Background: an optimization exercise with open tools, aiming at small area, a short achievable clock period and few clock cycles. Do not read the settings as production practice. At most, simulation tests tie the RTL to the original design; equivalence was not proved. No activity file was given, so power comes from the tool's default toggle rates.

==> flow/design.v (excerpt) <==
module single_cycle_risc (
  input         clk,
  input         rst,
  output [31:0] imem_addr,
  input  [31:0] imem_data,
  output        wb_valid,
  output [4:0]  wb_rd,
  output [31:0] wb_data
);
clock: 25.0 ns
lec_check: 0
cap_margin: 30
cell_pad_in_sites_detail_placement: 1
cell_pad_in_sites_global_placement: 2
core_margin: 2
core_utilization: 30
place_density: 0.55
slew_margin: 30
synth_hierarchical: 1
standard.sh (not shown) runs the stock make flow with config.mk's settings and CLKGATE_MAP_FILE= SYNTH_SCRIPT=/design/flow/synth_recipe.tcl, a recipe that flattens the netlist after the stock synthesis.
==> flow/flow/run.sh <==
#!/bin/bash
# Layout: the standard ORFS flow (standard.sh), with
#  - timing repair aimed well below the design's clock period (a setup-slack
#    margin), so that the period the layout achieves gets optimised;
#  - port buffers of a stronger cell than the default delay buffer;
set -euo pipefail
CTS="-sink_clustering_enable -repair_clock_nets -sink_clustering_size 20 -sink_clustering_max_diameter 100 -dont_use_dummy_load -buf_list {sky130_fd_sc_hd__clkbuf_8 sky130_fd_sc_hd__clkbuf_16}"
bash standard.sh SETUP_SLACK_MARGIN=${MARGIN:-18.5} TNS_END_PERCENT=${TNS:-0} \
  "BUFFER_PORTS_ARGS=-buffer_cell sky130_fd_sc_hd__buf_4" "CTS_ARGS=$CTS" finish > standard_flow.log 2>&1
The starting point ran to the end with no violations.
==> next run, changes <==
--- a/flow/flow/run.sh
+++ b/flow/flow/run.sh
@@ -7,3 +7,3 @@
 CTS="-sink_clustering_enable -repair_clock_nets -sink_clustering_size 20 -sink_clustering_max_diameter 100 -dont_use_dummy_load -buf_list {sky130_fd_sc_hd__clkbuf_8 sky130_fd_sc_hd__clkbuf_16}"
-bash standard.sh SETUP_SLACK_MARGIN=${MARGIN:-18.5} TNS_END_PERCENT=${TNS:-0} \
+bash standard.sh SETUP_SLACK_MARGIN=${MARGIN:-18.0} TNS_END_PERCENT=${TNS:-100} \
   "BUFFER_PORTS_ARGS=-buffer_cell sky130_fd_sc_hd__buf_4" "CTS_ARGS=$CTS" finish > standard_flow.log 2>&1
- PLACE_DENSITY: 0.55 -> 0.35
Cell area climbs by 3.9%.
Synthesized area is unchanged.
Synthesized cell count is unchanged.
Total power climbs by about 2.5%.
Via count climbs by 1.5%.
No run of this note included a check of the RTL's function; only the layout flow was run.

========
single_cycle_risc, a different RTL version from the one above (not shown whole).
For scale: roughly 5,300 cells after synthesis, about 100 I/O pins, roughly 0.071 mm² of cells after synthesis.
## single_cycle_risc
module single_cycle_risc (
  input         clk,
  input         rst,
  output [31:0] imem_addr,
  input  [31:0] imem_data,
  output        wb_valid,
  output [4:0]  wb_rd,
  output [31:0] wb_data
);
reg [31:0] pc_f;
reg        v_x;          
reg [31:0] a_rn, b_rn;   
reg [31:0] imm_r;        
reg [31:0] alt_r;        
reg [4:0]  rd_x;
reg [2:0]  f3_x;         
reg [2:0]  op_x;         
reg        x_load, x_store, x_branch, x_jalr, x_link, x_wr, x_sub, x_sra, x_pt;
reg        x_use2, x_lui, x_auipc;
reg        wb_valid_r;   
reg [4:0]  wb_rd_r;
reg [31:0] wb_data_r;
assign imem_addr = pc_f;
assign wb_valid  = wb_valid_r;
assign wb_rd     = wb_rd_r;
assign wb_data   = wb_data_r;
wire [31:0] ins = imem_data;
wire [4:0]  f_op  = ins[6:2];
wire [2:0]  f_f3  = ins[14:12];
wire [4:0]  f_rd  = ins[11:7];
wire [4:0]  f_rs1 = ins[19:15];
wire [4:0]  f_rs2 = ins[24:20];
wire f_load   = ~ins[5] & ~ins[4];
wire f_store  = ~ins[6] & ins[5] & ~ins[4];
wire f_branch = ins[6] & ~ins[2];
wire f_jalr   = ins[6] & ~ins[3] & ins[2];
wire f_jal    = ins[6] & ins[3];
wire f_opr    = ~ins[6] & ins[5] & ins[4] & ~ins[2];
wire f_auipc  = ~ins[5] & ins[4] & ins[2];
wire f_lui    = ~ins[6] & ins[5] & ins[4] & ins[2];
wire f_arith  = ~ins[6] & ins[4] & ~ins[2];        
wire f_uimm   = ~ins[6] & ins[4] & ins[2];         
wire f_use2   = ins[5] & ~ins[2];                  
wire        f_immu = ins[4] & ins[2];                
wire        f_imms = ~ins[6] & ins[5] & ~ins[4];     
wire [19:0] f_uhi  = ins[31:12] - {19'b0, ~ins[5]};  
wire [31:0] f_imm  = {f_immu ? f_uhi : {20{ins[31]}},
                      f_immu ? {7{~ins[5]}} : ins[31:25],
                      f_immu ? {{3{~ins[5]}}, 2'b0} : (f_imms ? ins[11:7] : ins[24:20])};
  ...
export LEC_CHECK = 0
export CAP_MARGIN = 30
export CELL_PAD_IN_SITES_DETAIL_PLACEMENT = 1
export CELL_PAD_IN_SITES_GLOBAL_PLACEMENT = 2
export CORE_MARGIN = 2
export CORE_UTILIZATION = 40
export PLACE_DENSITY = 0.5
export SLEW_MARGIN = 30
export SYNTH_HIERARCHICAL = 1
create_clock -name core_clock -period 25.0 [get_ports {clk}]
==> flow/flow/run.sh <==
#!/bin/bash
# Layout: the standard ORFS flow (standard.sh), with
#  - timing repair aimed well below the design's clock period (a setup-slack
#    margin), so that the period the layout achieves gets optimised;
#  - port buffers of a stronger cell than the default delay buffer;
set -euo pipefail
CTS="-sink_clustering_enable -repair_clock_nets -sink_clustering_size 26 -sink_clustering_max_diameter 100 -dont_use_dummy_load -buf_list {sky130_fd_sc_hd__clkbuf_8 sky130_fd_sc_hd__clkbuf_16}"
bash standard.sh SETUP_SLACK_MARGIN=${MARGIN:-18.5} TNS_END_PERCENT=${TNS:-5} \
  "BUFFER_PORTS_ARGS=-buffer_cell sky130_fd_sc_hd__buf_4" "CTS_ARGS=$CTS" finish > standard_flow.log 2>&1
The first run ran to the end with no violations.
Testbench counts at the start, summed over its fixed seeds: cycles 32,822.
==> next run, changes <==
--- a/flow/flow/run.sh
+++ b/flow/flow/run.sh
@@ -8 +8 @@
-bash standard.sh SETUP_SLACK_MARGIN=${MARGIN:-18.5} TNS_END_PERCENT=${TNS:-5} \
+bash standard.sh SETUP_SLACK_MARGIN=${MARGIN:-18.5} TNS_END_PERCENT=${TNS:-0} \
- GPL_TIMING_DRIVEN: not set -> 0
After rerunning:
- The changed run ran to the end with no violations
- flip-flop and latch count stays the same
- setup slack gets worse by 370 ps
- area after synthesis is unchanged
- design area increases by 4.7%
- clock skew went up by 42 ps
- first-iteration DRC count grows by about 11%
- clock-buffer cell count increases by 1

## static timing again, ports no longer ideal
The flow's constraints put no driver on any port. The routed layouts listed below were extracted and timed again, unchanged, in two steps. Step 1, drivers: a clkbuf_16 drives clk and a buf_2 each remaining input, both assumed. Step 2 also shifts input and output timing later by t, the mid clock arrival at the registers, as if the neighbouring blocks saw the same clock. Slacks: ideal ports / drivers / drivers and shift; pairs: ideal ports / drivers.
run | t, ns | slack for setup (ns) | hold slack, ns | worst register clock-pin slew, ns | pins driven straight from the clock port
the first run of note 1 | 0.826 | 17.354 / 17.423 / 16.598 | 0.404 / 0.404 / 0.404 | 0.09 / 0.09 | 1
the second run of note 1 | 0.832 | 17.687 / 17.602 / 16.771 | 0.402 / 0.402 / 0.402 | 0.10 / 0.10 | 1
the first run of note 2 | 0.793 | 17.846 / 17.911 / 17.118 | 0.402 / 0.402 / 0.402 | 0.11 / 0.11 | 1
the second run of note 2 | 0.766 | 17.478 / 17.545 / 16.779 | 0.391 / 0.391 / 0.391 | 0.12 / 0.12 | 1
After both steps every run listed still meets setup and hold. For the second run of note 1, which loses most, drivers alone change the setup slack by -0.085 ns; drivers and shift together by -0.916 ns.
